From an optimization exercise on the open Yosys and OpenROAD flow, aimed at small area, a short achievable clock period and few clock cycles; shortcuts taken in it are not production practice. RTL that was checked went through simulation tests only; none was proved equivalent to the original. The RTL of run 2 was laid out without a check of its function.

==> flow/design.v, too long to show whole: its modules and the start of the top module <==
// module aoc_div_step: 21 lines
// module aoc_day2: 1387 lines
module aoc_day2 (
    input         clock,
    input         reset,
    input  [63:0] data_value,
    input         data_valid,
    output        data_ready,
    output        result_valid,
    output [63:0] result_value
);
  // ...
==> flow/run.sh <==
#!/bin/bash
# synth_recipe.tcl (not shown) runs the flow's synth.tcl, then flattens the netlist and writes it again
# the make line also repeats each setting of config.mk as NAME=value (left out here)
make -C /OpenROAD-flow-scripts/flow DESIGN_CONFIG=/design/flow/config.mk WORK_HOME=/design/flow/orfs CLKGATE_MAP_FILE= SYNTH_SCRIPT=/design/flow/synth_recipe.tcl finish
==> flow/config.mk <==
export PLATFORM = sky130hd
export DESIGN_NAME = aoc_day2
export DESIGN_NICKNAME = aoc_day2
export VERILOG_FILES = /design/flow/design.v
export SDC_FILE = /design/flow/constraint.sdc
export NUM_CORES = 4
export LEC_CHECK = 0
export CAP_MARGIN = 20
export CORE_MARGIN = 2
export CORE_UTILIZATION = 40
export SLEW_MARGIN = 20
==> flow/constraint.sdc <==
create_clock -name core_clock -period 5.0 [get_ports {clock}]
set_input_delay 1.0000 -clock core_clock [delete_from_list [all_inputs] [get_ports {clock}]]
set_output_delay 1.0000 -clock core_clock [all_outputs]
set_load 0.01 [all_outputs]
==> results.toml, run 1 <==
[route]
dr_wl_met3_um = 2850
dr_total_vias = 36400
drt_first_iter_violations = 1783
viasPerCell = 5.04
wl_met1_um = 47500
drc = 0

[final_layout]
drive_gt1_share_pct = 16.0
post-route-util_pct = 48.7
fillers = 10800
final_common_cell = "dfxtp_1"
nClkBuffers = 99
reg.largest.list = "div.cut.rem_q (96), div.cut.quo_q (72)"

[setup_path]
crit_slowest_cell = "or4b_4"
crit_arrival_ns = 5.43
cp.depth = 22

[clock_network]
clk_pin_slew_worst_paths_ns = 0.06
cts_buffers = 72
cts_setup_buffers = 0
cts_buffer_depth = 3

[yosys]
synthAdderAreaFrac_pct = 25.3
syn_area_um2 = 45900
yosysWarnings = 1
synth_top_area_share_pct = 27.4

[place]
pre_cts_ws_ns = -0.157

[min_path]
worstHoldEndpoint = "div[3].cut.quo_q[15]$_DFF_P_"

[floorplanning]
die-area_um2 = 117000
coreArea_um2 = 114000

[global_route]
grt_busiest_layer = "met2"

[status]
status = "complete, no violations"

[sta]
fin_hold_ws_ns = 0.318
slew_headroom_pct = 36.7
Testbench counts, summed over its fixed seeds: cycles 488.
==> run 2, diff against run 1 <==
--- a/flow/design.v
+++ b/flow/design.v
@@ -797,16 +797,29 @@
         u_v     <= ~reset & s_v2;
         u_e     <= s_e2;
         u_dg    <= s_dg2;
         u_t     <= s_t;
         u_u     <= um_u;
         u_b1000 <= s_dg2 >= 4'd5;
         u_b1    <= s_dg2 <  4'd5;
     end
+    wire [49:0] u_k =
+        (u_dg == 4'd0) ? 50'h0000000000000 :
+        (u_dg == 4'd1) ? 50'h0000000000000 :
+        (u_dg == 4'd2) ? 50'h00000000001ef :
+        (u_dg == 4'd3) ? 50'h3fffffffff02e :
+        (u_dg == 4'd4) ? 50'h000000007911c :
+        (u_dg == 4'd5) ? 50'h3e7ffffbbf5ee :
+        (u_dg == 4'd6) ? 50'h3e8001d8958fa :
+        (u_dg == 4'd7) ? 50'h3e7fef3c8130e :
+        (u_dg == 4'd8) ? 50'h3e8735e1a8786 :
+        (u_dg == 4'd9) ? 50'h3e3e751b3bf8e :
+        (u_dg == 4'd10) ? 50'h1aaa6a4163c3e :
+        50'd0;
     wire mx613 = (u_b1 & u_u[0]);
     wire mx614 = (u_b1 & u_u[1]);
     wire mx615 = (u_b1 & u_u[2]);
     wire mx616 = (u_b1 & u_u[3]);
     wire mx617 = (u_b1 & u_u[4]);
     wire mx618 = (u_b1 & u_u[5]);
     wire mx619 = (u_b1 & u_u[6]);
     wire mx620 = (u_b1 & u_u[7]);
@@ -929,480 +942,290 @@
     wire nu737 = u_b1000 & ~u_u[34];
     wire nu738 = u_b1000 & ~u_u[35];
     wire nu739 = u_b1000 & ~u_u[36];
     wire nu740 = u_b1000 & ~u_u[37];
     wire nu741 = u_b1000 & ~u_u[38];
     wire nu742 = u_b1000 & ~u_u[39];
     wire vms743 = mx617 ^ u_t[4];
     wire vmc744 = mx617 & u_t[4];
-    wire vms745 = mx618 ^ u_t[5];
-    wire vmc746 = mx618 & u_t[5];
-    wire vms747 = mx619 ^ u_t[6];
-    wire vmc748 = mx619 & u_t[6];
-    wire vms749 = mx620 ^ u_t[7];
-    wire vmc750 = mx620 & u_t[7];
-    wire vms751 = mx621 ^ u_t[8];
-    wire vmc752 = mx621 & u_t[8];
-    wire vms753 = mx622 ^ u_t[9];
-    wire vmc754 = mx622 & u_t[9];
-    wire vms755 = mx623 ^ u_t[10];
-    wire vmc756 = mx623 & u_t[10];
-    wire vms757 = mx624 ^ u_t[11];
-    wire vmc758 = mx624 & u_t[11];
-    wire vms759 = mx625 ^ u_t[12];
-    wire vmc760 = mx625 & u_t[12];
-    wire vms761 = mx626 ^ u_t[13];
-    wire vmc762 = mx626 & u_t[13];
-    wire vms763 = mx627 ^ u_t[14];
-    wire vmc764 = mx627 & u_t[14];
-    wire vms765 = mx628 ^ u_t[15];
-    wire vmc766 = mx628 & u_t[15];
-    wire vms767 = mx629 ^ u_t[16];
-    wire vmc768 = mx629 & u_t[16];
-    wire vms769 = mx630 ^ u_t[17];
-    wire vmc770 = mx630 & u_t[17];
-    wire vms771 = mx631 ^ u_t[18];
-    wire vmc772 = mx631 & u_t[18];
-    wire vms773 = mx632 ^ u_t[19];
-    wire vmc774 = mx632 & u_t[19];
-    wire vms775 = mx633 ^ u_t[20];
-    wire vmc776 = mx633 & u_t[20];
-    wire vms777 = mx634 ^ u_t[21];
-    wire vmc778 = mx634 & u_t[21];
-    wire vms779 = mx635 ^ u_t[22];
-    wire vmc780 = mx635 & u_t[22];
-    wire vms781 = mx636 ^ u_t[23];
-    wire vmc782 = mx636 & u_t[23];
-    wire vms783 = mx637 ^ u_t[24];
-    wire vmc784 = mx637 & u_t[24];
-    wire vms785 = mx638 ^ u_t[25];
-    wire vmc786 = mx638 & u_t[25];
-    wire vms787 = mx639 ^ u_t[26];
-    wire vmc788 = mx639 & u_t[26];
-    wire vms789 = mx640 ^ u_t[27];
-    wire vmc790 = mx640 & u_t[27];
-    wire vms791 = mx641 ^ u_t[28];
-    wire vmc792 = mx641 & u_t[28];
-    wire vms793 = mx642 ^ u_t[29];
-    wire vmc794 = mx642 & u_t[29];
-    wire vms795 = mx643 ^ u_t[30];
-    wire vmc796 = mx643 & u_t[30];
-    wire vms797 = mx644 ^ u_t[31];
-    wire vmc798 = mx644 & u_t[31];
-    wire vms799 = mx645 ^ u_t[32];
-    wire vmc800 = mx645 & u_t[32];
-    wire vms801 = mx616 ^ u_t[3];
-    wire vmc802 = mx616 & u_t[3];
-    wire vms803 = vms743 ^ nu663 ^ u_b1000;
-    wire vmc804 = (vms743 & nu663) | (vms743 & u_b1000) | (nu663 & u_b1000);
-    wire vms805 = vmc744 ^ vms745 ^ nu664;
-    wire vmc806 = (vmc744 & vms745) | (vmc744 & nu664) | (vms745 & nu664);
-    wire vms807 = vmc746 ^ vms747 ^ nu665;
-    wire vmc808 = (vmc746 & vms747) | (vmc746 & nu665) | (vms747 & nu665);
-    wire vms809 = vmc748 ^ vms749 ^ nu666;
-    wire vmc810 = (vmc748 & vms749) | (vmc748 & nu666) | (vms749 & nu666);
-    wire vms811 = vmc750 ^ vms751 ^ nu667;
-    wire vmc812 = (vmc750 & vms751) | (vmc750 & nu667) | (vms751 & nu667);
-    wire vms813 = vmc752 ^ vms753 ^ nu668;
-    wire vmc814 = (vmc752 & vms753) | (vmc752 & nu668) | (vms753 & nu668);
-    wire vms815 = vmc754 ^ vms755 ^ nu669;
-    wire vmc816 = (vmc754 & vms755) | (vmc754 & nu669) | (vms755 & nu669);
-    wire vms817 = vmc756 ^ vms757 ^ nu670;
-    wire vmc818 = (vmc756 & vms757) | (vmc756 & nu670) | (vms757 & nu670);
-    wire vms819 = vmc758 ^ vms759 ^ nu671;
-    wire vmc820 = (vmc758 & vms759) | (vmc758 & nu671) | (vms759 & nu671);
-    wire vms821 = vmc760 ^ vms761 ^ nu672;
-    wire vmc822 = (vmc760 & vms761) | (vmc760 & nu672) | (vms761 & nu672);
-    wire vms823 = vmc762 ^ vms763 ^ nu673;
-    wire vmc824 = (vmc762 & vms763) | (vmc762 & nu673) | (vms763 & nu673);
-    wire vms825 = vmc764 ^ vms765 ^ nu674;
-    wire vmc826 = (vmc764 & vms765) | (vmc764 & nu674) | (vms765 & nu674);
-    wire vms827 = vmc766 ^ vms767 ^ nu675;
-    wire vmc828 = (vmc766 & vms767) | (vmc766 & nu675) | (vms767 & nu675);
-    wire vms829 = vmc768 ^ vms769 ^ nu676;
-    wire vmc830 = (vmc768 & vms769) | (vmc768 & nu676) | (vms769 & nu676);
-    wire vms831 = vmc770 ^ vms771 ^ nu677;
-    wire vmc832 = (vmc770 & vms771) | (vmc770 & nu677) | (vms771 & nu677);
-    wire vms833 = vmc772 ^ vms773 ^ nu678;
-    wire vmc834 = (vmc772 & vms773) | (vmc772 & nu678) | (vms773 & nu678);
-    wire vms835 = vmc774 ^ vms775 ^ nu679;
-    wire vmc836 = (vmc774 & vms775) | (vmc774 & nu679) | (vms775 & nu679);
-    wire vms837 = vmc776 ^ vms777 ^ nu680;
-    wire vmc838 = (vmc776 & vms777) | (vmc776 & nu680) | (vms777 & nu680);
-    wire vms839 = vmc778 ^ vms779 ^ nu681;
-    wire vmc840 = (vmc778 & vms779) | (vmc778 & nu681) | (vms779 & nu681);
-    wire vms841 = vmc780 ^ vms781 ^ nu682;
-    wire vmc842 = (vmc780 & vms781) | (vmc780 & nu682) | (vms781 & nu682);
-    wire vms843 = vmc782 ^ vms783 ^ nu683;
-    wire vmc844 = (vmc782 & vms783) | (vmc782 & nu683) | (vms783 & nu683);
-    wire vms845 = vmc784 ^ vms785 ^ nu684;
-    wire vmc846 = (vmc784 & vms785) | (vmc784 & nu684) | (vms785 & nu684);
-    wire vms847 = vmc786 ^ vms787 ^ nu685;
-    wire vmc848 = (vmc786 & vms787) | (vmc786 & nu685) | (vms787 & nu685);
-    wire vms849 = vmc788 ^ vms789 ^ nu686;
-    wire vmc850 = (vmc788 & vms789) | (vmc788 & nu686) | (vms789 & nu686);
-    wire vms851 = vmc790 ^ vms791 ^ nu687;
-    wire vmc852 = (vmc790 & vms791) | (vmc790 & nu687) | (vms791 & nu687);
-    wire vms853 = vmc792 ^ vms793 ^ nu688;
-    wire vmc854 = (vmc792 & vms793) | (vmc792 & nu688) | (vms793 & nu688);
-    wire vms855 = vmc794 ^ vms795 ^ nu689;
-    wire vmc856 = (vmc794 & vms795) | (vmc794 & nu689) | (vms795 & nu689);
-    wire vms857 = vmc796 ^ vms797 ^ nu690;
-    wire vmc858 = (vmc796 & vms797) | (vmc796 & nu690) | (vms797 & nu690);
-    wire vms859 = vmc798 ^ vms799 ^ nu691;
-    wire vmc860 = (vmc798 & vms799) | (vmc798 & nu691) | (vms799 & nu691);
-    wire vms861 = vmc800 ^ mx646 ^ nu692;
-    wire vmc862 = (vmc800 & mx646) | (vmc800 & nu692) | (mx646 & nu692);
-    wire vms863 = mx647 ^ nu693;
-    wire vmc864 = mx647 & nu693;
-    wire vms865 = mx648 ^ nu694;
-    wire vmc866 = mx648 & nu694;
-    wire vms867 = mx649 ^ nu695;
-    wire vmc868 = mx649 & nu695;
-    wire vms869 = mx650 ^ nu696;
-    wire vmc870 = mx650 & nu696;
-    wire vms871 = mx651 ^ nu697;
-    wire vmc872 = mx651 & nu697;
-    wire vms873 = mx652 ^ nu698;
-    wire vmc874 = mx652 & nu698;
-    wire vms875 = mx653 ^ nu699;
-    wire vmc876 = mx653 & nu699;
-    wire vms877 = mx654 ^ nu700;
-    wire vmc878 = mx654 & nu700;
-    wire vms879 = mx655 ^ nu701;
-    wire vmc880 = mx655 & nu701;
-    wire vms881 = mx656 ^ nu702;
-    wire vmc882 = mx656 & nu702;
-    wire vms883 = mx657 ^ u_b1000;
-    wire vmc884 = mx657 & u_b1000;
-    wire vms885 = mx658 ^ u_b1000;
-    wire vmc886 = mx658 & u_b1000;
-    wire vms887 = mx659 ^ u_b1000;
-    wire vmc888 = mx659 & u_b1000;
-    wire vms889 = mx660 ^ u_b1000;
-    wire vmc890 = mx660 & u_b1000;
-    wire vms891 = mx661 ^ u_b1000;
-    wire vmc892 = mx661 & u_b1000;
-    wire vms893 = mx662 ^ u_b1000;
-    wire vms894 = vms801 ^ nu703;
-    wire vmc895 = vms801 & nu703;
-    wire vms896 = vmc802 ^ vms803 ^ nu704;
-    wire vmc897 = (vmc802 & vms803) | (vmc802 & nu704) | (vms803 & nu704);
-    wire vms898 = vmc804 ^ vms805 ^ nu705;
-    wire vmc899 = (vmc804 & vms805) | (vmc804 & nu705) | (vms805 & nu705);
-    wire vms900 = vmc806 ^ vms807 ^ nu706;
-    wire vmc901 = (vmc806 & vms807) | (vmc806 & nu706) | (vms807 & nu706);
-    wire vms902 = vmc808 ^ vms809 ^ nu707;
-    wire vmc903 = (vmc808 & vms809) | (vmc808 & nu707) | (vms809 & nu707);
-    wire vms904 = vmc810 ^ vms811 ^ nu708;
-    wire vmc905 = (vmc810 & vms811) | (vmc810 & nu708) | (vms811 & nu708);
-    wire vms906 = vmc812 ^ vms813 ^ nu709;
-    wire vmc907 = (vmc812 & vms813) | (vmc812 & nu709) | (vms813 & nu709);
-    wire vms908 = vmc814 ^ vms815 ^ nu710;
-    wire vmc909 = (vmc814 & vms815) | (vmc814 & nu710) | (vms815 & nu710);
-    wire vms910 = vmc816 ^ vms817 ^ nu711;
-    wire vmc911 = (vmc816 & vms817) | (vmc816 & nu711) | (vms817 & nu711);
-    wire vms912 = vmc818 ^ vms819 ^ nu712;
-    wire vmc913 = (vmc818 & vms819) | (vmc818 & nu712) | (vms819 & nu712);
-    wire vms914 = vmc820 ^ vms821 ^ nu713;
-    wire vmc915 = (vmc820 & vms821) | (vmc820 & nu713) | (vms821 & nu713);
-    wire vms916 = vmc822 ^ vms823 ^ nu714;
-    wire vmc917 = (vmc822 & vms823) | (vmc822 & nu714) | (vms823 & nu714);
-    wire vms918 = vmc824 ^ vms825 ^ nu715;
-    wire vmc919 = (vmc824 & vms825) | (vmc824 & nu715) | (vms825 & nu715);
-    wire vms920 = vmc826 ^ vms827 ^ nu716;
-    wire vmc921 = (vmc826 & vms827) | (vmc826 & nu716) | (vms827 & nu716);
-    wire vms922 = vmc828 ^ vms829 ^ nu717;
-    wire vmc923 = (vmc828 & vms829) | (vmc828 & nu717) | (vms829 & nu717);
-    wire vms924 = vmc830 ^ vms831 ^ nu718;
-    wire vmc925 = (vmc830 & vms831) | (vmc830 & nu718) | (vms831 & nu718);
-    wire vms926 = vmc832 ^ vms833 ^ nu719;
-    wire vmc927 = (vmc832 & vms833) | (vmc832 & nu719) | (vms833 & nu719);
-    wire vms928 = vmc834 ^ vms835 ^ nu720;
-    wire vmc929 = (vmc834 & vms835) | (vmc834 & nu720) | (vms835 & nu720);
-    wire vms930 = vmc836 ^ vms837 ^ nu721;
-    wire vmc931 = (vmc836 & vms837) | (vmc836 & nu721) | (vms837 & nu721);
-    wire vms932 = vmc838 ^ vms839 ^ nu722;
-    wire vmc933 = (vmc838 & vms839) | (vmc838 & nu722) | (vms839 & nu722);
-    wire vms934 = vmc840 ^ vms841 ^ nu723;
-    wire vmc935 = (vmc840 & vms841) | (vmc840 & nu723) | (vms841 & nu723);
-    wire vms936 = vmc842 ^ vms843 ^ nu724;
-    wire vmc937 = (vmc842 & vms843) | (vmc842 & nu724) | (vms843 & nu724);
-    wire vms938 = vmc844 ^ vms845 ^ nu725;
-    wire vmc939 = (vmc844 & vms845) | (vmc844 & nu725) | (vms845 & nu725);
-    wire vms940 = vmc846 ^ vms847 ^ nu726;
-    wire vmc941 = (vmc846 & vms847) | (vmc846 & nu726) | (vms847 & nu726);
-    wire vms942 = vmc848 ^ vms849 ^ nu727;
-    wire vmc943 = (vmc848 & vms849) | (vmc848 & nu727) | (vms849 & nu727);
-    wire vms944 = vmc850 ^ vms851 ^ nu728;
-    wire vmc945 = (vmc850 & vms851) | (vmc850 & nu728) | (vms851 & nu728);
-    wire vms946 = vmc852 ^ vms853 ^ nu729;
-    wire vmc947 = (vmc852 & vms853) | (vmc852 & nu729) | (vms853 & nu729);
-    wire vms948 = vmc854 ^ vms855 ^ nu730;
-    wire vmc949 = (vmc854 & vms855) | (vmc854 & nu730) | (vms855 & nu730);
-    wire vms950 = vmc856 ^ vms857 ^ nu731;
-    wire vmc951 = (vmc856 & vms857) | (vmc856 & nu731) | (vms857 & nu731);
-    wire vms952 = vmc858 ^ vms859 ^ nu732;
-    wire vmc953 = (vmc858 & vms859) | (vmc858 & nu732) | (vms859 & nu732);
-    wire vms954 = vmc860 ^ vms861 ^ nu733;
-    wire vmc955 = (vmc860 & vms861) | (vmc860 & nu733) | (vms861 & nu733);
-    wire vms956 = vmc862 ^ vms863 ^ nu734;
-    wire vmc957 = (vmc862 & vms863) | (vmc862 & nu734) | (vms863 & nu734);
-    wire vms958 = vmc864 ^ vms865 ^ nu735;
-    wire vmc959 = (vmc864 & vms865) | (vmc864 & nu735) | (vms865 & nu735);
-    wire vms960 = vmc866 ^ vms867 ^ nu736;
-    wire vmc961 = (vmc866 & vms867) | (vmc866 & nu736) | (vms867 & nu736);
-    wire vms962 = vmc868 ^ vms869 ^ nu737;
-    wire vmc963 = (vmc868 & vms869) | (vmc868 & nu737) | (vms869 & nu737);
-    wire vms964 = vmc870 ^ vms871 ^ nu738;
-    wire vmc965 = (vmc870 & vms871) | (vmc870 & nu738) | (vms871 & nu738);
-    wire vms966 = vmc872 ^ vms873 ^ nu739;
-    wire vmc967 = (vmc872 & vms873) | (vmc872 & nu739) | (vms873 & nu739);
-    wire vms968 = vmc874 ^ vms875 ^ nu740;
-    wire vmc969 = (vmc874 & vms875) | (vmc874 & nu740) | (vms875 & nu740);
-    wire vms970 = vmc876 ^ vms877 ^ nu741;
-    wire vmc971 = (vmc876 & vms877) | (vmc876 & nu741) | (vms877 & nu741);
-    wire vms972 = vmc878 ^ vms879 ^ nu742;
-    wire vmc973 = (vmc878 & vms879) | (vmc878 & nu742) | (vms879 & nu742);
-    wire vms974 = vmc880 ^ vms881 ^ u_b1000;
-    wire vmc975 = (vmc880 & vms881) | (vmc880 & u_b1000) | (vms881 & u_b1000);
-    wire vms976 = vmc882 ^ vms883 ^ u_b1000;
-    wire vmc977 = (vmc882 & vms883) | (vmc882 & u_b1000) | (vms883 & u_b1000);
-    wire vms978 = vmc884 ^ vms885 ^ u_b1000;
-    wire vmc979 = (vmc884 & vms885) | (vmc884 & u_b1000) | (vms885 & u_b1000);
-    wire vms980 = vmc886 ^ vms887 ^ u_b1000;
-    wire vmc981 = (vmc886 & vms887) | (vmc886 & u_b1000) | (vms887 & u_b1000);
-    wire vms982 = vmc888 ^ vms889 ^ u_b1000;
-    wire vmc983 = (vmc888 & vms889) | (vmc888 & u_b1000) | (vms889 & u_b1000);
-    wire vms984 = vmc890 ^ vms891 ^ u_b1000;
-    wire vmc985 = (vmc890 & vms891) | (vmc890 & u_b1000) | (vms891 & u_b1000);
-    wire vms986 = vmc892 ^ vms893 ^ u_b1000;
-    wire [49:0] vmra987 = {vmc985, vmc983, vmc981, vmc979, vmc977, vmc975, vmc973, vmc971, vmc969, vmc967, vmc965, vmc963, vmc961, vmc959, vmc957, vmc955, vmc953, vmc951, vmc949, vmc947, vmc945, vmc943, vmc941, vmc939, vmc937, vmc935, vmc933, vmc931, vmc929, vmc927, vmc925, vmc923, vmc921, vmc919, vmc917, vmc915, vmc913, vmc911, vmc909, vmc907, vmc905, vmc903, vmc901, vmc899, vmc897, vmc895, vms894, mx615, mx614, mx613};
-    wire [49:0] vmrb988 = {vms986, vms984, vms982, vms980, vms978, vms976, vms974, vms972, vms970, vms968, vms966, vms964, vms962, vms960, vms958, vms956, vms954, vms952, vms950, vms948, vms946, vms944, vms942, vms940, vms938, vms936, vms934, vms932, vms930, vms928, vms926, vms924, vms922, vms920, vms918, vms916, vms914, vms912, vms910, vms908, vms906, vms904, vms902, vms900, vms898, vms896, u_b1000, u_t[2], u_t[1], u_t[0]};
-    wire [49:0] vm_v = vmra987 + vmrb988;
+    wire vms745 = mx618 ^ u_t[5] ^ nu664;
+    wire vmc746 = (mx618 & u_t[5]) | (mx618 & nu664) | (u_t[5] & nu664);
+    wire vms747 = mx619 ^ u_t[6] ^ nu665;
+    wire vmc748 = (mx619 & u_t[6]) | (mx619 & nu665) | (u_t[6] & nu665);
+    wire vms749 = mx620 ^ u_t[7] ^ nu666;
+    wire vmc750 = (mx620 & u_t[7]) | (mx620 & nu666) | (u_t[7] & nu666);
+    wire vms751 = mx621 ^ u_t[8] ^ nu667;
+    wire vmc752 = (mx621 & u_t[8]) | (mx621 & nu667) | (u_t[8] & nu667);
+    wire vms753 = mx622 ^ u_t[9] ^ nu668;
+    wire vmc754 = (mx622 & u_t[9]) | (mx622 & nu668) | (u_t[9] & nu668);
+    wire vms755 = mx623 ^ u_t[10] ^ nu669;
+    wire vmc756 = (mx623 & u_t[10]) | (mx623 & nu669) | (u_t[10] & nu669);
+    wire vms757 = mx624 ^ u_t[11] ^ nu670;
+    wire vmc758 = (mx624 & u_t[11]) | (mx624 & nu670) | (u_t[11] & nu670);
+    wire vms759 = mx625 ^ u_t[12] ^ nu671;
+    wire vmc760 = (mx625 & u_t[12]) | (mx625 & nu671) | (u_t[12] & nu671);
+    wire vms761 = mx626 ^ u_t[13] ^ nu672;
+    wire vmc762 = (mx626 & u_t[13]) | (mx626 & nu672) | (u_t[13] & nu672);
+    wire vms763 = mx627 ^ u_t[14] ^ nu673;
+    wire vmc764 = (mx627 & u_t[14]) | (mx627 & nu673) | (u_t[14] & nu673);
+    wire vms765 = mx628 ^ u_t[15] ^ nu674;
+    wire vmc766 = (mx628 & u_t[15]) | (mx628 & nu674) | (u_t[15] & nu674);
+    wire vms767 = mx629 ^ u_t[16] ^ nu675;
+    wire vmc768 = (mx629 & u_t[16]) | (mx629 & nu675) | (u_t[16] & nu675);
+    wire vms769 = mx630 ^ u_t[17] ^ nu676;
+    wire vmc770 = (mx630 & u_t[17]) | (mx630 & nu676) | (u_t[17] & nu676);
+    wire vms771 = mx631 ^ u_t[18] ^ nu677;
+    wire vmc772 = (mx631 & u_t[18]) | (mx631 & nu677) | (u_t[18] & nu677);
+    wire vms773 = mx632 ^ u_t[19] ^ nu678;
+    wire vmc774 = (mx632 & u_t[19]) | (mx632 & nu678) | (u_t[19] & nu678);
+    wire vms775 = mx633 ^ u_t[20] ^ nu679;
+    wire vmc776 = (mx633 & u_t[20]) | (mx633 & nu679) | (u_t[20] & nu679);
+    wire vms777 = mx634 ^ u_t[21] ^ nu680;
+    wire vmc778 = (mx634 & u_t[21]) | (mx634 & nu680) | (u_t[21] & nu680);
+    wire vms779 = mx635 ^ u_t[22] ^ nu681;
+    wire vmc780 = (mx635 & u_t[22]) | (mx635 & nu681) | (u_t[22] & nu681);
+    wire vms781 = mx636 ^ u_t[23] ^ nu682;
+    wire vmc782 = (mx636 & u_t[23]) | (mx636 & nu682) | (u_t[23] & nu682);
+    wire vms783 = mx637 ^ u_t[24] ^ nu683;
+    wire vmc784 = (mx637 & u_t[24]) | (mx637 & nu683) | (u_t[24] & nu683);
+    wire vms785 = mx638 ^ u_t[25] ^ nu684;
+    wire vmc786 = (mx638 & u_t[25]) | (mx638 & nu684) | (u_t[25] & nu684);
+    wire vms787 = mx639 ^ u_t[26] ^ nu685;
+    wire vmc788 = (mx639 & u_t[26]) | (mx639 & nu685) | (u_t[26] & nu685);
+    wire vms789 = mx640 ^ u_t[27] ^ nu686;
+    wire vmc790 = (mx640 & u_t[27]) | (mx640 & nu686) | (u_t[27] & nu686);
+    wire vms791 = mx641 ^ u_t[28] ^ nu687;
+    wire vmc792 = (mx641 & u_t[28]) | (mx641 & nu687) | (u_t[28] & nu687);
+    wire vms793 = mx642 ^ u_t[29] ^ nu688;
+    wire vmc794 = (mx642 & u_t[29]) | (mx642 & nu688) | (u_t[29] & nu688);
+    wire vms795 = mx643 ^ u_t[30] ^ nu689;
+    wire vmc796 = (mx643 & u_t[30]) | (mx643 & nu689) | (u_t[30] & nu689);
+    wire vms797 = mx644 ^ u_t[31] ^ nu690;
+    wire vmc798 = (mx644 & u_t[31]) | (mx644 & nu690) | (u_t[31] & nu690);
+    wire vms799 = mx645 ^ u_t[32] ^ nu691;
+    wire vmc800 = (mx645 & u_t[32]) | (mx645 & nu691) | (u_t[32] & nu691);
+    wire vms801 = mx646 ^ nu692;
+    wire vmc802 = mx646 & nu692;
+    wire vms803 = mx647 ^ nu693;
+    wire vmc804 = mx647 & nu693;
+    wire vms805 = mx648 ^ nu694;
+    wire vmc806 = mx648 & nu694;
+    wire vms807 = mx649 ^ nu695;
+    wire vmc808 = mx649 & nu695;
+    wire vms809 = mx650 ^ nu696;
+    wire vmc810 = mx650 & nu696;
+    wire vms811 = mx651 ^ nu697;
+    wire vmc812 = mx651 & nu697;
+    wire vms813 = mx652 ^ nu698;
+    wire vmc814 = mx652 & nu698;
+    wire vms815 = mx653 ^ nu699;
+    wire vmc816 = mx653 & nu699;
+    wire vms817 = mx654 ^ nu700;
+    wire vmc818 = mx654 & nu700;
+    wire vms819 = mx655 ^ nu701;
+    wire vmc820 = mx655 & nu701;
+    wire vms821 = mx616 ^ u_t[3];
+    wire vmc822 = mx616 & u_t[3];
+    wire vms823 = vms743 ^ nu663 ^ nu704;
+    wire vmc824 = (vms743 & nu663) | (vms743 & nu704) | (nu663 & nu704);
+    wire vms825 = vmc744 ^ vms745 ^ nu705;
+    wire vmc826 = (vmc744 & vms745) | (vmc744 & nu705) | (vms745 & nu705);
+    wire vms827 = vmc746 ^ vms747 ^ nu706;
+    wire vmc828 = (vmc746 & vms747) | (vmc746 & nu706) | (vms747 & nu706);
+    wire vms829 = vmc748 ^ vms749 ^ nu707;
+    wire vmc830 = (vmc748 & vms749) | (vmc748 & nu707) | (vms749 & nu707);
+    wire vms831 = vmc750 ^ vms751 ^ nu708;
+    wire vmc832 = (vmc750 & vms751) | (vmc750 & nu708) | (vms751 & nu708);
+    wire vms833 = vmc752 ^ vms753 ^ nu709;
+    wire vmc834 = (vmc752 & vms753) | (vmc752 & nu709) | (vms753 & nu709);
+    wire vms835 = vmc754 ^ vms755 ^ nu710;
+    wire vmc836 = (vmc754 & vms755) | (vmc754 & nu710) | (vms755 & nu710);
+    wire vms837 = vmc756 ^ vms757 ^ nu711;
+    wire vmc838 = (vmc756 & vms757) | (vmc756 & nu711) | (vms757 & nu711);
+    wire vms839 = vmc758 ^ vms759 ^ nu712;
+    wire vmc840 = (vmc758 & vms759) | (vmc758 & nu712) | (vms759 & nu712);
+    wire vms841 = vmc760 ^ vms761 ^ nu713;
+    wire vmc842 = (vmc760 & vms761) | (vmc760 & nu713) | (vms761 & nu713);
+    wire vms843 = vmc762 ^ vms763 ^ nu714;
+    wire vmc844 = (vmc762 & vms763) | (vmc762 & nu714) | (vms763 & nu714);
+    wire vms845 = vmc764 ^ vms765 ^ nu715;
+    wire vmc846 = (vmc764 & vms765) | (vmc764 & nu715) | (vms765 & nu715);
+    wire vms847 = vmc766 ^ vms767 ^ nu716;
+    wire vmc848 = (vmc766 & vms767) | (vmc766 & nu716) | (vms767 & nu716);
+    wire vms849 = vmc768 ^ vms769 ^ nu717;
+    wire vmc850 = (vmc768 & vms769) | (vmc768 & nu717) | (vms769 & nu717);
+    wire vms851 = vmc770 ^ vms771 ^ nu718;
+    wire vmc852 = (vmc770 & vms771) | (vmc770 & nu718) | (vms771 & nu718);
+    wire vms853 = vmc772 ^ vms773 ^ nu719;
+    wire vmc854 = (vmc772 & vms773) | (vmc772 & nu719) | (vms773 & nu719);
+    wire vms855 = vmc774 ^ vms775 ^ nu720;
+    wire vmc856 = (vmc774 & vms775) | (vmc774 & nu720) | (vms775 & nu720);
+    wire vms857 = vmc776 ^ vms777 ^ nu721;
+    wire vmc858 = (vmc776 & vms777) | (vmc776 & nu721) | (vms777 & nu721);
+    wire vms859 = vmc778 ^ vms779 ^ nu722;
+    wire vmc860 = (vmc778 & vms779) | (vmc778 & nu722) | (vms779 & nu722);
+    wire vms861 = vmc780 ^ vms781 ^ nu723;
+    wire vmc862 = (vmc780 & vms781) | (vmc780 & nu723) | (vms781 & nu723);
+    wire vms863 = vmc782 ^ vms783 ^ nu724;
+    wire vmc864 = (vmc782 & vms783) | (vmc782 & nu724) | (vms783 & nu724);
+    wire vms865 = vmc784 ^ vms785 ^ nu725;
+    wire vmc866 = (vmc784 & vms785) | (vmc784 & nu725) | (vms785 & nu725);
+    wire vms867 = vmc786 ^ vms787 ^ nu726;
+    wire vmc868 = (vmc786 & vms787) | (vmc786 & nu726) | (vms787 & nu726);
+    wire vms869 = vmc788 ^ vms789 ^ nu727;
+    wire vmc870 = (vmc788 & vms789) | (vmc788 & nu727) | (vms789 & nu727);
+    wire vms871 = vmc790 ^ vms791 ^ nu728;
+    wire vmc872 = (vmc790 & vms791) | (vmc790 & nu728) | (vms791 & nu728);
+    wire vms873 = vmc792 ^ vms793 ^ nu729;
+    wire vmc874 = (vmc792 & vms793) | (vmc792 & nu729) | (vms793 & nu729);
+    wire vms875 = vmc794 ^ vms795 ^ nu730;
+    wire vmc876 = (vmc794 & vms795) | (vmc794 & nu730) | (vms795 & nu730);
+    wire vms877 = vmc796 ^ vms797 ^ nu731;
+    wire vmc878 = (vmc796 & vms797) | (vmc796 & nu731) | (vms797 & nu731);
+    wire vms879 = vmc798 ^ vms799 ^ nu732;
+    wire vmc880 = (vmc798 & vms799) | (vmc798 & nu732) | (vms799 & nu732);
+    wire vms881 = vmc800 ^ vms801 ^ nu733;
+    wire vmc882 = (vmc800 & vms801) | (vmc800 & nu733) | (vms801 & nu733);
+    wire vms883 = vmc802 ^ vms803 ^ nu734;
+    wire vmc884 = (vmc802 & vms803) | (vmc802 & nu734) | (vms803 & nu734);
+    wire vms885 = vmc804 ^ vms805 ^ nu735;
+    wire vmc886 = (vmc804 & vms805) | (vmc804 & nu735) | (vms805 & nu735);
+    wire vms887 = vmc806 ^ vms807 ^ nu736;
+    wire vmc888 = (vmc806 & vms807) | (vmc806 & nu736) | (vms807 & nu736);
+    wire vms889 = vmc808 ^ vms809 ^ nu737;
+    wire vmc890 = (vmc808 & vms809) | (vmc808 & nu737) | (vms809 & nu737);
+    wire vms891 = vmc810 ^ vms811 ^ nu738;
+    wire vmc892 = (vmc810 & vms811) | (vmc810 & nu738) | (vms811 & nu738);
+    wire vms893 = vmc812 ^ vms813 ^ nu739;
+    wire vmc894 = (vmc812 & vms813) | (vmc812 & nu739) | (vms813 & nu739);
+    wire vms895 = vmc814 ^ vms815 ^ nu740;
+    wire vmc896 = (vmc814 & vms815) | (vmc814 & nu740) | (vms815 & nu740);
+    wire vms897 = vmc816 ^ vms817 ^ nu741;
+    wire vmc898 = (vmc816 & vms817) | (vmc816 & nu741) | (vms817 & nu741);
+    wire vms899 = vmc818 ^ vms819 ^ nu742;
+    wire vmc900 = (vmc818 & vms819) | (vmc818 & nu742) | (vms819 & nu742);
+    wire vms901 = vmc820 ^ mx656 ^ nu702;
+    wire vmc902 = (vmc820 & mx656) | (vmc820 & nu702) | (mx656 & nu702);
+    wire vms903 = mx613 ^ u_t[0];
+    wire vmc904 = mx613 & u_t[0];
+    wire vms905 = mx614 ^ u_t[1] ^ u_k[1];
+    wire vmc906 = (mx614 & u_t[1]) | (mx614 & u_k[1]) | (u_t[1] & u_k[1]);
+    wire vms907 = mx615 ^ u_t[2] ^ u_k[2];
+    wire vmc908 = (mx615 & u_t[2]) | (mx615 & u_k[2]) | (u_t[2] & u_k[2]);
+    wire vms909 = vms821 ^ nu703 ^ u_k[3];
+    wire vmc910 = (vms821 & nu703) | (vms821 & u_k[3]) | (nu703 & u_k[3]);
+    wire vms911 = vmc822 ^ vms823 ^ u_k[4];
+    wire vmc912 = (vmc822 & vms823) | (vmc822 & u_k[4]) | (vms823 & u_k[4]);
+    wire vms913 = vmc824 ^ vms825 ^ u_k[5];
+    wire vmc914 = (vmc824 & vms825) | (vmc824 & u_k[5]) | (vms825 & u_k[5]);
+    wire vms915 = vmc826 ^ vms827 ^ u_k[6];
+    wire vmc916 = (vmc826 & vms827) | (vmc826 & u_k[6]) | (vms827 & u_k[6]);
+    wire vms917 = vmc828 ^ vms829 ^ u_k[7];
+    wire vmc918 = (vmc828 & vms829) | (vmc828 & u_k[7]) | (vms829 & u_k[7]);
+    wire vms919 = vmc830 ^ vms831 ^ u_k[8];
+    wire vmc920 = (vmc830 & vms831) | (vmc830 & u_k[8]) | (vms831 & u_k[8]);
+    wire vms921 = vmc832 ^ vms833 ^ u_k[9];
+    wire vmc922 = (vmc832 & vms833) | (vmc832 & u_k[9]) | (vms833 & u_k[9]);
+    wire vms923 = vmc834 ^ vms835 ^ u_k[10];
+    wire vmc924 = (vmc834 & vms835) | (vmc834 & u_k[10]) | (vms835 & u_k[10]);
+    wire vms925 = vmc836 ^ vms837 ^ u_k[11];
+    wire vmc926 = (vmc836 & vms837) | (vmc836 & u_k[11]) | (vms837 & u_k[11]);
+    wire vms927 = vmc838 ^ vms839 ^ u_k[12];
+    wire vmc928 = (vmc838 & vms839) | (vmc838 & u_k[12]) | (vms839 & u_k[12]);
+    wire vms929 = vmc840 ^ vms841 ^ u_k[13];
+    wire vmc930 = (vmc840 & vms841) | (vmc840 & u_k[13]) | (vms841 & u_k[13]);
+    wire vms931 = vmc842 ^ vms843 ^ u_k[14];
+    wire vmc932 = (vmc842 & vms843) | (vmc842 & u_k[14]) | (vms843 & u_k[14]);
+    wire vms933 = vmc844 ^ vms845 ^ u_k[15];
+    wire vmc934 = (vmc844 & vms845) | (vmc844 & u_k[15]) | (vms845 & u_k[15]);
+    wire vms935 = vmc846 ^ vms847 ^ u_k[16];
+    wire vmc936 = (vmc846 & vms847) | (vmc846 & u_k[16]) | (vms847 & u_k[16]);
+    wire vms937 = vmc848 ^ vms849 ^ u_k[17];
+    wire vmc938 = (vmc848 & vms849) | (vmc848 & u_k[17]) | (vms849 & u_k[17]);
+    wire vms939 = vmc850 ^ vms851 ^ u_k[18];
+    wire vmc940 = (vmc850 & vms851) | (vmc850 & u_k[18]) | (vms851 & u_k[18]);
+    wire vms941 = vmc852 ^ vms853 ^ u_k[19];
+    wire vmc942 = (vmc852 & vms853) | (vmc852 & u_k[19]) | (vms853 & u_k[19]);
+    wire vms943 = vmc854 ^ vms855 ^ u_k[20];
+    wire vmc944 = (vmc854 & vms855) | (vmc854 & u_k[20]) | (vms855 & u_k[20]);
+    wire vms945 = vmc856 ^ vms857 ^ u_k[21];
+    wire vmc946 = (vmc856 & vms857) | (vmc856 & u_k[21]) | (vms857 & u_k[21]);
+    wire vms947 = vmc858 ^ vms859 ^ u_k[22];
+    wire vmc948 = (vmc858 & vms859) | (vmc858 & u_k[22]) | (vms859 & u_k[22]);
+    wire vms949 = vmc860 ^ vms861 ^ u_k[23];
+    wire vmc950 = (vmc860 & vms861) | (vmc860 & u_k[23]) | (vms861 & u_k[23]);
+    wire vms951 = vmc862 ^ vms863 ^ u_k[24];
+    wire vmc952 = (vmc862 & vms863) | (vmc862 & u_k[24]) | (vms863 & u_k[24]);
+    wire vms953 = vmc864 ^ vms865 ^ u_k[25];
+    wire vmc954 = (vmc864 & vms865) | (vmc864 & u_k[25]) | (vms865 & u_k[25]);
+    wire vms955 = vmc866 ^ vms867 ^ u_k[26];
+    wire vmc956 = (vmc866 & vms867) | (vmc866 & u_k[26]) | (vms867 & u_k[26]);
+    wire vms957 = vmc868 ^ vms869 ^ u_k[27];
+    wire vmc958 = (vmc868 & vms869) | (vmc868 & u_k[27]) | (vms869 & u_k[27]);
+    wire vms959 = vmc870 ^ vms871 ^ u_k[28];
+    wire vmc960 = (vmc870 & vms871) | (vmc870 & u_k[28]) | (vms871 & u_k[28]);
+    wire vms961 = vmc872 ^ vms873 ^ u_k[29];
+    wire vmc962 = (vmc872 & vms873) | (vmc872 & u_k[29]) | (vms873 & u_k[29]);
+    wire vms963 = vmc874 ^ vms875 ^ u_k[30];
+    wire vmc964 = (vmc874 & vms875) | (vmc874 & u_k[30]) | (vms875 & u_k[30]);
+    wire vms965 = vmc876 ^ vms877 ^ u_k[31];
+    wire vmc966 = (vmc876 & vms877) | (vmc876 & u_k[31]) | (vms877 & u_k[31]);
+    wire vms967 = vmc878 ^ vms879 ^ u_k[32];
+    wire vmc968 = (vmc878 & vms879) | (vmc878 & u_k[32]) | (vms879 & u_k[32]);
+    wire vms969 = vmc880 ^ vms881 ^ u_k[33];
+    wire vmc970 = (vmc880 & vms881) | (vmc880 & u_k[33]) | (vms881 & u_k[33]);
+    wire vms971 = vmc882 ^ vms883 ^ u_k[34];
+    wire vmc972 = (vmc882 & vms883) | (vmc882 & u_k[34]) | (vms883 & u_k[34]);
+    wire vms973 = vmc884 ^ vms885 ^ u_k[35];
+    wire vmc974 = (vmc884 & vms885) | (vmc884 & u_k[35]) | (vms885 & u_k[35]);
+    wire vms975 = vmc886 ^ vms887 ^ u_k[36];
+    wire vmc976 = (vmc886 & vms887) | (vmc886 & u_k[36]) | (vms887 & u_k[36]);
+    wire vms977 = vmc888 ^ vms889 ^ u_k[37];
+    wire vmc978 = (vmc888 & vms889) | (vmc888 & u_k[37]) | (vms889 & u_k[37]);
+    wire vms979 = vmc890 ^ vms891 ^ u_k[38];
+    wire vmc980 = (vmc890 & vms891) | (vmc890 & u_k[38]) | (vms891 & u_k[38]);
+    wire vms981 = vmc892 ^ vms893 ^ u_k[39];
+    wire vmc982 = (vmc892 & vms893) | (vmc892 & u_k[39]) | (vms893 & u_k[39]);
+    wire vms983 = vmc894 ^ vms895 ^ u_k[40];
+    wire vmc984 = (vmc894 & vms895) | (vmc894 & u_k[40]) | (vms895 & u_k[40]);
+    wire vms985 = vmc896 ^ vms897 ^ u_k[41];
+    wire vmc986 = (vmc896 & vms897) | (vmc896 & u_k[41]) | (vms897 & u_k[41]);
+    wire vms987 = vmc898 ^ vms899 ^ u_k[42];
+    wire vmc988 = (vmc898 & vms899) | (vmc898 & u_k[42]) | (vms899 & u_k[42]);
+    wire vms989 = vmc900 ^ vms901 ^ u_k[43];
+    wire vmc990 = (vmc900 & vms901) | (vmc900 & u_k[43]) | (vms901 & u_k[43]);
+    wire vms991 = vmc902 ^ mx657 ^ u_k[44];
+    wire vmc992 = (vmc902 & mx657) | (vmc902 & u_k[44]) | (mx657 & u_k[44]);
+    wire vms993 = mx658 ^ u_k[45];
+    wire vmc994 = mx658 & u_k[45];
+    wire vms995 = mx659 ^ u_k[46];
+    wire vmc996 = mx659 & u_k[46];
+    wire vms997 = mx660 ^ u_k[47];
+    wire vmc998 = mx660 & u_k[47];
+    wire vms999 = mx661 ^ u_k[48];
+    wire vmc1000 = mx661 & u_k[48];
+    wire vms1001 = mx662 ^ u_k[49];
+    wire [49:0] vmra1002 = {vmc1000, vmc998, vmc996, vmc994, vmc992, vmc990, vmc988, vmc986, vmc984, vmc982, vmc980, vmc978, vmc976, vmc974, vmc972, vmc970, vmc968, vmc966, vmc964, vmc962, vmc960, vmc958, vmc956, vmc954, vmc952, vmc950, vmc948, vmc946, vmc944, vmc942, vmc940, vmc938, vmc936, vmc934, vmc932, vmc930, vmc928, vmc926, vmc924, vmc922, vmc920, vmc918, vmc916, vmc914, vmc912, vmc910, vmc908, vmc906, vmc904, vms903};
+    wire [49:0] vmrb1003 = {vms1001, vms999, vms997, vms995, vms993, vms991, vms989, vms987, vms985, vms983, vms981, vms979, vms977, vms975, vms973, vms971, vms969, vms967, vms965, vms963, vms961, vms959, vms957, vms955, vms953, vms951, vms949, vms947, vms945, vms943, vms941, vms939, vms937, vms935, vms933, vms931, vms929, vms927, vms925, vms923, vms921, vms919, vms917, vms915, vms913, vms911, vms909, vms907, vms905, u_k[0]};
+    wire [49:0] vm_v = vmra1002 + vmrb1003;
     reg        v_vd, v_s;
-    reg [3:0]  v_dg;
-    reg [49:0] v_v;
+    reg [49:0] v_g;
     always @(posedge clock) begin
         v_vd <= ~reset & u_v;
         v_s  <= ~u_e;
-        v_dg <= u_dg;
-        v_v  <= vm_v;
+        v_g  <= vm_v;
     end
-    wire [63:0] f_k =
-        ({v_dg, v_s} == {4'd0, 1'b0}) ? 64'h0000000000000000 :
-        ({v_dg, v_s} == {4'd0, 1'b1}) ? 64'hfffc000000000001 :
-        ({v_dg, v_s} == {4'd1, 1'b0}) ? 64'h0000000000000000 :
-        ({v_dg, v_s} == {4'd1, 1'b1}) ? 64'hfffc000000000001 :
-        ({v_dg, v_s} == {4'd2, 1'b0}) ? 64'h00000000000001ef :
-        ({v_dg, v_s} == {4'd2, 1'b1}) ? 64'hfffbfffffffffe12 :
-        ({v_dg, v_s} == {4'd3, 1'b0}) ? 64'hfffffffffffff02e :
-        ({v_dg, v_s} == {4'd3, 1'b1}) ? 64'hfffc000000000fd3 :
-        ({v_dg, v_s} == {4'd4, 1'b0}) ? 64'h000000000007911c :
-        ({v_dg, v_s} == {4'd4, 1'b1}) ? 64'hfffbfffffff86ee5 :
-        ({v_dg, v_s} == {4'd5, 1'b0}) ? 64'hffffffffffbbf5d6 :
-        ({v_dg, v_s} == {4'd5, 1'b1}) ? 64'hfffc000000440a2b :
-        ({v_dg, v_s} == {4'd6, 1'b0}) ? 64'h000000001d8958e2 :
-        ({v_dg, v_s} == {4'd6, 1'b1}) ? 64'hfffbffffe276a71f :
-        ({v_dg, v_s} == {4'd7, 1'b0}) ? 64'hfffffffef3c812f6 :
-        ({v_dg, v_s} == {4'd7, 1'b1}) ? 64'hfffc00010c37ed0b :
-        ({v_dg, v_s} == {4'd8, 1'b0}) ? 64'h000000735e1a876e :
-        ({v_dg, v_s} == {4'd8, 1'b1}) ? 64'hfffbff8ca1e57893 :
-        ({v_dg, v_s} == {4'd9, 1'b0}) ? 64'hfffffbe751b3bf76 :
-        ({v_dg, v_s} == {4'd9, 1'b1}) ? 64'hfffc0418ae4c408b :
-        ({v_dg, v_s} == {4'd10, 1'b0}) ? 64'h0001c2a6a4163c26 :
-        ({v_dg, v_s} == {4'd10, 1'b1}) ? 64'hfffa3d595be9c3db :
-        64'd0;
-    reg [63:0] total;
-    wire fv989 = v_v[0] ^ v_s;
-    wire fv990 = v_v[1] ^ v_s;
-    wire fv991 = v_v[2] ^ v_s;
-    wire fv992 = v_v[3] ^ v_s;
-    wire fv993 = v_v[4] ^ v_s;
-    wire fv994 = v_v[5] ^ v_s;
-    wire fv995 = v_v[6] ^ v_s;
-    wire fv996 = v_v[7] ^ v_s;
-    wire fv997 = v_v[8] ^ v_s;
-    wire fv998 = v_v[9] ^ v_s;
-    wire fv999 = v_v[10] ^ v_s;
-    wire fv1000 = v_v[11] ^ v_s;
-    wire fv1001 = v_v[12] ^ v_s;
-    wire fv1002 = v_v[13] ^ v_s;
-    wire fv1003 = v_v[14] ^ v_s;
-    wire fv1004 = v_v[15] ^ v_s;
-    wire fv1005 = v_v[16] ^ v_s;
-    wire fv1006 = v_v[17] ^ v_s;
-    wire fv1007 = v_v[18] ^ v_s;
-    wire fv1008 = v_v[19] ^ v_s;
-    wire fv1009 = v_v[20] ^ v_s;
-    wire fv1010 = v_v[21] ^ v_s;
-    wire fv1011 = v_v[22] ^ v_s;
-    wire fv1012 = v_v[23] ^ v_s;
-    wire fv1013 = v_v[24] ^ v_s;
-    wire fv1014 = v_v[25] ^ v_s;
-    wire fv1015 = v_v[26] ^ v_s;
-    wire fv1016 = v_v[27] ^ v_s;
-    wire fv1017 = v_v[28] ^ v_s;
-    wire fv1018 = v_v[29] ^ v_s;
-    wire fv1019 = v_v[30] ^ v_s;
-    wire fv1020 = v_v[31] ^ v_s;
-    wire fv1021 = v_v[32] ^ v_s;
-    wire fv1022 = v_v[33] ^ v_s;
-    wire fv1023 = v_v[34] ^ v_s;
-    wire fv1024 = v_v[35] ^ v_s;
-    wire fv1025 = v_v[36] ^ v_s;
-    wire fv1026 = v_v[37] ^ v_s;
-    wire fv1027 = v_v[38] ^ v_s;
-    wire fv1028 = v_v[39] ^ v_s;
-    wire fv1029 = v_v[40] ^ v_s;
-    wire fv1030 = v_v[41] ^ v_s;
-    wire fv1031 = v_v[42] ^ v_s;
-    wire fv1032 = v_v[43] ^ v_s;
-    wire fv1033 = v_v[44] ^ v_s;
-    wire fv1034 = v_v[45] ^ v_s;
-    wire fv1035 = v_v[46] ^ v_s;
-    wire fv1036 = v_v[47] ^ v_s;
-    wire fv1037 = v_v[48] ^ v_s;
-    wire fv1038 = v_v[49] ^ v_s;
-    wire fms1039 = total[0] ^ f_k[0];
-    wire fmc1040 = total[0] & f_k[0];
-    wire fms1041 = total[1] ^ f_k[1] ^ fv990;
-    wire fmc1042 = (total[1] & f_k[1]) | (total[1] & fv990) | (f_k[1] & fv990);
-    wire fms1043 = total[2] ^ f_k[2] ^ fv991;
-    wire fmc1044 = (total[2] & f_k[2]) | (total[2] & fv991) | (f_k[2] & fv991);
-    wire fms1045 = total[3] ^ f_k[3] ^ fv992;
-    wire fmc1046 = (total[3] & f_k[3]) | (total[3] & fv992) | (f_k[3] & fv992);
-    wire fms1047 = total[4] ^ f_k[4] ^ fv993;
-    wire fmc1048 = (total[4] & f_k[4]) | (total[4] & fv993) | (f_k[4] & fv993);
-    wire fms1049 = total[5] ^ f_k[5] ^ fv994;
-    wire fmc1050 = (total[5] & f_k[5]) | (total[5] & fv994) | (f_k[5] & fv994);
-    wire fms1051 = total[6] ^ f_k[6] ^ fv995;
-    wire fmc1052 = (total[6] & f_k[6]) | (total[6] & fv995) | (f_k[6] & fv995);
-    wire fms1053 = total[7] ^ f_k[7] ^ fv996;
-    wire fmc1054 = (total[7] & f_k[7]) | (total[7] & fv996) | (f_k[7] & fv996);
-    wire fms1055 = total[8] ^ f_k[8] ^ fv997;
-    wire fmc1056 = (total[8] & f_k[8]) | (total[8] & fv997) | (f_k[8] & fv997);
-    wire fms1057 = total[9] ^ f_k[9] ^ fv998;
-    wire fmc1058 = (total[9] & f_k[9]) | (total[9] & fv998) | (f_k[9] & fv998);
-    wire fms1059 = total[10] ^ f_k[10] ^ fv999;
-    wire fmc1060 = (total[10] & f_k[10]) | (total[10] & fv999) | (f_k[10] & fv999);
-    wire fms1061 = total[11] ^ f_k[11] ^ fv1000;
-    wire fmc1062 = (total[11] & f_k[11]) | (total[11] & fv1000) | (f_k[11] & fv1000);
-    wire fms1063 = total[12] ^ f_k[12] ^ fv1001;
-    wire fmc1064 = (total[12] & f_k[12]) | (total[12] & fv1001) | (f_k[12] & fv1001);
-    wire fms1065 = total[13] ^ f_k[13] ^ fv1002;
-    wire fmc1066 = (total[13] & f_k[13]) | (total[13] & fv1002) | (f_k[13] & fv1002);
-    wire fms1067 = total[14] ^ f_k[14] ^ fv1003;
-    wire fmc1068 = (total[14] & f_k[14]) | (total[14] & fv1003) | (f_k[14] & fv1003);
-    wire fms1069 = total[15] ^ f_k[15] ^ fv1004;
-    wire fmc1070 = (total[15] & f_k[15]) | (total[15] & fv1004) | (f_k[15] & fv1004);
-    wire fms1071 = total[16] ^ f_k[16] ^ fv1005;
-    wire fmc1072 = (total[16] & f_k[16]) | (total[16] & fv1005) | (f_k[16] & fv1005);
-    wire fms1073 = total[17] ^ f_k[17] ^ fv1006;
-    wire fmc1074 = (total[17] & f_k[17]) | (total[17] & fv1006) | (f_k[17] & fv1006);
-    wire fms1075 = total[18] ^ f_k[18] ^ fv1007;
-    wire fmc1076 = (total[18] & f_k[18]) | (total[18] & fv1007) | (f_k[18] & fv1007);
-    wire fms1077 = total[19] ^ f_k[19] ^ fv1008;
-    wire fmc1078 = (total[19] & f_k[19]) | (total[19] & fv1008) | (f_k[19] & fv1008);
-    wire fms1079 = total[20] ^ f_k[20] ^ fv1009;
-    wire fmc1080 = (total[20] & f_k[20]) | (total[20] & fv1009) | (f_k[20] & fv1009);
-    wire fms1081 = total[21] ^ f_k[21] ^ fv1010;
-    wire fmc1082 = (total[21] & f_k[21]) | (total[21] & fv1010) | (f_k[21] & fv1010);
-    wire fms1083 = total[22] ^ f_k[22] ^ fv1011;
-    wire fmc1084 = (total[22] & f_k[22]) | (total[22] & fv1011) | (f_k[22] & fv1011);
-    wire fms1085 = total[23] ^ f_k[23] ^ fv1012;
-    wire fmc1086 = (total[23] & f_k[23]) | (total[23] & fv1012) | (f_k[23] & fv1012);
-    wire fms1087 = total[24] ^ f_k[24] ^ fv1013;
-    wire fmc1088 = (total[24] & f_k[24]) | (total[24] & fv1013) | (f_k[24] & fv1013);
-    wire fms1089 = total[25] ^ f_k[25] ^ fv1014;
-    wire fmc1090 = (total[25] & f_k[25]) | (total[25] & fv1014) | (f_k[25] & fv1014);
-    wire fms1091 = total[26] ^ f_k[26] ^ fv1015;
-    wire fmc1092 = (total[26] & f_k[26]) | (total[26] & fv1015) | (f_k[26] & fv1015);
-    wire fms1093 = total[27] ^ f_k[27] ^ fv1016;
-    wire fmc1094 = (total[27] & f_k[27]) | (total[27] & fv1016) | (f_k[27] & fv1016);
-    wire fms1095 = total[28] ^ f_k[28] ^ fv1017;
-    wire fmc1096 = (total[28] & f_k[28]) | (total[28] & fv1017) | (f_k[28] & fv1017);
-    wire fms1097 = total[29] ^ f_k[29] ^ fv1018;
-    wire fmc1098 = (total[29] & f_k[29]) | (total[29] & fv1018) | (f_k[29] & fv1018);
-    wire fms1099 = total[30] ^ f_k[30] ^ fv1019;
-    wire fmc1100 = (total[30] & f_k[30]) | (total[30] & fv1019) | (f_k[30] & fv1019);
-    wire fms1101 = total[31] ^ f_k[31] ^ fv1020;
-    wire fmc1102 = (total[31] & f_k[31]) | (total[31] & fv1020) | (f_k[31] & fv1020);
-    wire fms1103 = total[32] ^ f_k[32] ^ fv1021;
-    wire fmc1104 = (total[32] & f_k[32]) | (total[32] & fv1021) | (f_k[32] & fv1021);
-    wire fms1105 = total[33] ^ f_k[33] ^ fv1022;
-    wire fmc1106 = (total[33] & f_k[33]) | (total[33] & fv1022) | (f_k[33] & fv1022);
-    wire fms1107 = total[34] ^ f_k[34] ^ fv1023;
-    wire fmc1108 = (total[34] & f_k[34]) | (total[34] & fv1023) | (f_k[34] & fv1023);
-    wire fms1109 = total[35] ^ f_k[35] ^ fv1024;
-    wire fmc1110 = (total[35] & f_k[35]) | (total[35] & fv1024) | (f_k[35] & fv1024);
-    wire fms1111 = total[36] ^ f_k[36] ^ fv1025;
-    wire fmc1112 = (total[36] & f_k[36]) | (total[36] & fv1025) | (f_k[36] & fv1025);
-    wire fms1113 = total[37] ^ f_k[37] ^ fv1026;
-    wire fmc1114 = (total[37] & f_k[37]) | (total[37] & fv1026) | (f_k[37] & fv1026);
-    wire fms1115 = total[38] ^ f_k[38] ^ fv1027;
-    wire fmc1116 = (total[38] & f_k[38]) | (total[38] & fv1027) | (f_k[38] & fv1027);
-    wire fms1117 = total[39] ^ f_k[39] ^ fv1028;
-    wire fmc1118 = (total[39] & f_k[39]) | (total[39] & fv1028) | (f_k[39] & fv1028);
-    wire fms1119 = total[40] ^ f_k[40] ^ fv1029;
-    wire fmc1120 = (total[40] & f_k[40]) | (total[40] & fv1029) | (f_k[40] & fv1029);
-    wire fms1121 = total[41] ^ f_k[41] ^ fv1030;
-    wire fmc1122 = (total[41] & f_k[41]) | (total[41] & fv1030) | (f_k[41] & fv1030);
-    wire fms1123 = total[42] ^ f_k[42] ^ fv1031;
-    wire fmc1124 = (total[42] & f_k[42]) | (total[42] & fv1031) | (f_k[42] & fv1031);
-    wire fms1125 = total[43] ^ f_k[43] ^ fv1032;
-    wire fmc1126 = (total[43] & f_k[43]) | (total[43] & fv1032) | (f_k[43] & fv1032);
-    wire fms1127 = total[44] ^ f_k[44] ^ fv1033;
-    wire fmc1128 = (total[44] & f_k[44]) | (total[44] & fv1033) | (f_k[44] & fv1033);
-    wire fms1129 = total[45] ^ f_k[45] ^ fv1034;
-    wire fmc1130 = (total[45] & f_k[45]) | (total[45] & fv1034) | (f_k[45] & fv1034);
-    wire fms1131 = total[46] ^ f_k[46] ^ fv1035;
-    wire fmc1132 = (total[46] & f_k[46]) | (total[46] & fv1035) | (f_k[46] & fv1035);
-    wire fms1133 = total[47] ^ f_k[47] ^ fv1036;
-    wire fmc1134 = (total[47] & f_k[47]) | (total[47] & fv1036) | (f_k[47] & fv1036);
-    wire fms1135 = total[48] ^ f_k[48] ^ fv1037;
-    wire fmc1136 = (total[48] & f_k[48]) | (total[48] & fv1037) | (f_k[48] & fv1037);
-    wire fms1137 = total[49] ^ f_k[49] ^ fv1038;
-    wire fmc1138 = (total[49] & f_k[49]) | (total[49] & fv1038) | (f_k[49] & fv1038);
-    wire fms1139 = total[50] ^ f_k[50];
-    wire fmc1140 = total[50] & f_k[50];
-    wire fms1141 = total[51] ^ f_k[51];
-    wire fmc1142 = total[51] & f_k[51];
-    wire fms1143 = total[52] ^ f_k[52];
-    wire fmc1144 = total[52] & f_k[52];
-    wire fms1145 = total[53] ^ f_k[53];
-    wire fmc1146 = total[53] & f_k[53];
-    wire fms1147 = total[54] ^ f_k[54];
-    wire fmc1148 = total[54] & f_k[54];
-    wire fms1149 = total[55] ^ f_k[55];
-    wire fmc1150 = total[55] & f_k[55];
-    wire fms1151 = total[56] ^ f_k[56];
-    wire fmc1152 = total[56] & f_k[56];
-    wire fms1153 = total[57] ^ f_k[57];
-    wire fmc1154 = total[57] & f_k[57];
-    wire fms1155 = total[58] ^ f_k[58];
-    wire fmc1156 = total[58] & f_k[58];
-    wire fms1157 = total[59] ^ f_k[59];
-    wire fmc1158 = total[59] & f_k[59];
-    wire fms1159 = total[60] ^ f_k[60];
-    wire fmc1160 = total[60] & f_k[60];
-    wire fms1161 = total[61] ^ f_k[61];
-    wire fmc1162 = total[61] & f_k[61];
-    wire fms1163 = total[62] ^ f_k[62];
-    wire fmc1164 = total[62] & f_k[62];
-    wire fms1165 = total[63] ^ f_k[63];
-    wire [63:0] fmra1166 = {fmc1164, fmc1162, fmc1160, fmc1158, fmc1156, fmc1154, fmc1152, fmc1150, fmc1148, fmc1146, fmc1144, fmc1142, fmc1140, fmc1138, fmc1136, fmc1134, fmc1132, fmc1130, fmc1128, fmc1126, fmc1124, fmc1122, fmc1120, fmc1118, fmc1116, fmc1114, fmc1112, fmc1110, fmc1108, fmc1106, fmc1104, fmc1102, fmc1100, fmc1098, fmc1096, fmc1094, fmc1092, fmc1090, fmc1088, fmc1086, fmc1084, fmc1082, fmc1080, fmc1078, fmc1076, fmc1074, fmc1072, fmc1070, fmc1068, fmc1066, fmc1064, fmc1062, fmc1060, fmc1058, fmc1056, fmc1054, fmc1052, fmc1050, fmc1048, fmc1046, fmc1044, fmc1042, fmc1040, fms1039};
-    wire [63:0] fmrb1167 = {fms1165, fms1163, fms1161, fms1159, fms1157, fms1155, fms1153, fms1151, fms1149, fms1147, fms1145, fms1143, fms1141, fms1139, fms1137, fms1135, fms1133, fms1131, fms1129, fms1127, fms1125, fms1123, fms1121, fms1119, fms1117, fms1115, fms1113, fms1111, fms1109, fms1107, fms1105, fms1103, fms1101, fms1099, fms1097, fms1095, fms1093, fms1091, fms1089, fms1087, fms1085, fms1083, fms1081, fms1079, fms1077, fms1075, fms1073, fms1071, fms1069, fms1067, fms1065, fms1063, fms1061, fms1059, fms1057, fms1055, fms1053, fms1051, fms1049, fms1047, fms1045, fms1043, fms1041, fv989};
-    wire [63:0] fm_sum = fmra1166 + fmrb1167;
+    reg  [63:0] total;
+    wire [64:0] fm_sum = {total, 1'b1} + {{14{v_s}}, v_g ^ {50{v_s}}, v_s};
     reg done;
     always @(posedge clock) begin
         if (reset) begin
             total <= 64'd0;
             done  <= 1'b0;
         end else begin
-            if (v_vd) total <= fm_sum;
+            if (v_vd) total <= fm_sum[64:1];
             done <= v_vd & ~v_s;
         end
     end
     assign result_valid = done;
     assign result_value = total;
 endmodule
==> run 2 against run 1 <==
Final cell count decreased by 3.9%. Maximum frequency increased by 2.2%. Utilization down 1.6 points. Synthesized area decreased by 0.95%. Die area shrank 0.94%. Sequential cell count decreased by 4. Sequential share of layout area up 0.86 points. First-iteration DRC count decreased by 21%. Final area is 4.5% lower. Global-route usage down 0.25 points. Via count is 3.6% lower. Critical path type unchanged.
==> results.toml, run 2 <==
[status]
status = "complete, no violations"

[yosys]
synthesis.nets = 5822
muxShareOfSynthArea_pct = 2.74
synth.most_common_cell = "dfxtp_1"
synth_top_family_by_area = "adder cells"
yosysWarnings = 1
synth-seq-cells = 623
syn_area_per_cell_um2 = 8.99
synth_compound_area_share_pct = 18.2
synth_top_area_share_pct = 27.4
synthDistinctLibCells = 107
synth_edf_count = 0
yosys.area_share.simple_pct = 14.7
ys_top_cells_by_count = "623 x dfxtp_1, 529 x inv_1, 412 x ha_1"
synth_cells = 5052
async_flop_share_pct = 0
syn_area_um2 = 45400
synthAdderAreaFrac_pct = 24.2
synthFlopType = "dfxtp_1"
synth-xor-area-share_pct = 6.67
ys_seq_area_share_pct = 27.4
synth_top_cell_by_area = "dfxtp_1"
ys_top_cells_by_area = "dfxtp_1 27%, fa_1 13%, ha_1 11%"

[setup_path]
end_kind = "flop"
slowest_delay_ns = 0.50
cp.depth = 20
critPathMaxFanout = 25
path_delay_family = "adder cells"
crit_top_cell = "fa_1"
crit_path_cell_trace = "buf_12 > and2_1 > fa_1 > fa_1 > inv_1 > fa_1 > inv_1 > ha_1 > buf_4 > a21o_1 > a21oi_1 > nor2_1 > nor3_2 > o21ai_4 > buf_4 > a21boi_2 > o21ai_0 > a31o_2 > a21oi_1 > xnor2_1"
worst_ep_required_time_ns = 5.53
reg2regPathDepth = 20
crit_slowest_cell = "fa_1"
rr_startpoint = "u_b1$_DFF_P_"
path_buf_inv = 5
worstSetupStartpoint = "u_b1$_DFF_P_"
start_kind = "flop"
crit_arrival_ns = 5.34
crit_type = "reg2reg"

[min_path]
holdPathStages = 0
worstHoldStart = "div[9].cut.quo_q[8]$_DFF_P_"
worstHoldPathType = "reg2reg"

[final_layout]
final_nets = 6150
post-route-util_pct = 47.1
finalInstanceArea_um2 = 53100
largest_register_ffs = 96
largest_register = "div.cut.rem_q"
final_cell_mix = "604 x dfxtp_1, 528 x inv_1, 410 x ha_1"
reg.largest.list = "div.cut.rem_q (96), div.cut.quo_q (72)"
multi_input_area_um2 = 30700
drive_gt1_share_pct = 12.8
area_growth_pct = 16.8
final_common_cell = "dfxtp_1"
register_area_um2 = 12500
fillers = 10900

[route]
firstDrtPassIters = 5
wire_per_inst_um = 15.1
drt_first_iter_violations = 1411
drtAntennaViolNets = 0
drc = 0
viasPerCell = 5.06
totalWireLength_um = 105000
dr_total_vias = 35100

[place]
place_hpwl_um = 84700
place.gp.congestion = 0.899
pre_cts_ws_ns = -0.0209
io_buffers = 102
place_area_um2 = 50100

[floorplanning]
row_count = 123
coreArea_um2 = 113000
start_util_pct = 40.3
fp.dieH_um = 341
io_pins = 133
die-area_um2 = 116000
die_w_um = 341

[sta]
setup_ws_ns = 0.198
slew_headroom_pct = 39.8
min_period_ns = 4.80
final_hold_viol_count = 0
worst_slew_pin_slew_ns = 0.903
rsz0062_at_grt = "true"
setup_viol_count_final = 0
fin_hold_ws_ns = 0.319
slew_viol_final = 0
max_freq_mhz = 208
period_share_pct = 96.0
clock_skew_ns = 0.0208

[clock_network]
cts_buffer_depth = 3
cts_buffers = 68
clk_pin_slew_worst_paths_ns = 0.06
tritoncts = "built"
insertion_delay_ns = 0.62
cts-root-buf = "clkbuf_16"
h-tree-depth = 3
cts_hold_buffers = 0
clock-sinks = 623

[global_route]
grt_first_pass_wirelength_um = 174000
grt_max_degree = 60
antenna_found_initial = 0
grt_pass1_vias = 35400
grt_overflow = 0
track_usage_pct = 18.0

[run]
max-cap-violations = 0
run 2: changes by cell type after synthesis, moves of 20 or more:
cell	before	now
xor2_1	131	171
ha_1	451	412
and2_1	187	207
inv_1	596	529
o21ai_1	2	29
xnor2_1	222	175
a31oi_1	57	35
a22o_1	30	10
mux2_2	37	12
a21oi_1	391	363
run 2: cell families after synthesis:
logic type / after synthesis
AOI/OAI and AO/OA: 1224
and+or+nand+nor: 1326
adders and majority gates: 703
buffers and inverters: 713
xor gates and xnor gates: 346
DFF: 623
muxes: 117
run 2: path summary, 6_finish.rpt:
kind,end,slack (ns)
setup reg to reg,v_g[35]$_DFF_P_,0.20
hold reg to reg,div[11].cut.quo_q[8]$_DFF_P_,0.32
setup / recovery,v_g[35]$_DFF_P_,0.20
hold / removal,div[11].cut.quo_q[8]$_DFF_P_,0.32
run 2: what timing repair did:
item,in CTS,in global routing
buffers inserted,1,20
cloned,0,1
endpoints found under the hold margin,0,0
gates resized for setup,2,115
setup endpoints to repair,8,119
pin swaps,1,42
run 2: cell type report:
class | instances | share of cell area (%)
Sequential cell | 623 | 23.6
Inverter | 540 | 3.84
Timing Repair Buffer | 430 | 6.72
Clock buffer | 91 | 3.70
Clock inverter | 33 | 0.783
Multi-Input combinational cell | 3716 | 57.8
Tap cell | 1500 | 3.54
Timing Repair inverter | 1 | 0.0142
Antenna cell | 1 | 0.00472
run 2: routing by layer:
metal / share of wire (%) / global-route usage [%]
met1: 45 / 21.9
met2: 50 / 32.8
met3: 2.7 / 1.97
met4: 2.9 / 5.73
met5: 0 / 0
run 2: metrics by stage:
step	setup TNS, ns	std cells
final	0	6935
after global routing	-0.270	6934
after CTS	0	6913
after detailed placement	-0.0450	6788
after global placement	-0.00989	6788
after floorplan	0	5052

[afterwards: timing with drivers on the ports]
In the flow no input, the clock included, has a driving cell. The finished layouts below were timed again as built, in two steps.
Step 1 sets driving cells, clkbuf_16 on the clock port and buf_2 on the other inputs (assumed; they add their load-dependent delay and slew).
Step 2 moves the port delays by t, midway between the first and last clock arrival at a register: inputs arrive t later, outputs are due t later. That takes back most of the time a late clock gives input paths.
Slacks: no drivers / after step 1 / after step 2; pairs: no drivers / after step 1.
run	t (ns)	setup slack, ns	cell pins on the clock port's net
run 1	0.691	0.093 / 0.093 / 0.093	1
run 2	0.673	0.198 / 0.198 / 0.198	1
After both steps setup and hold are still met in every run listed.
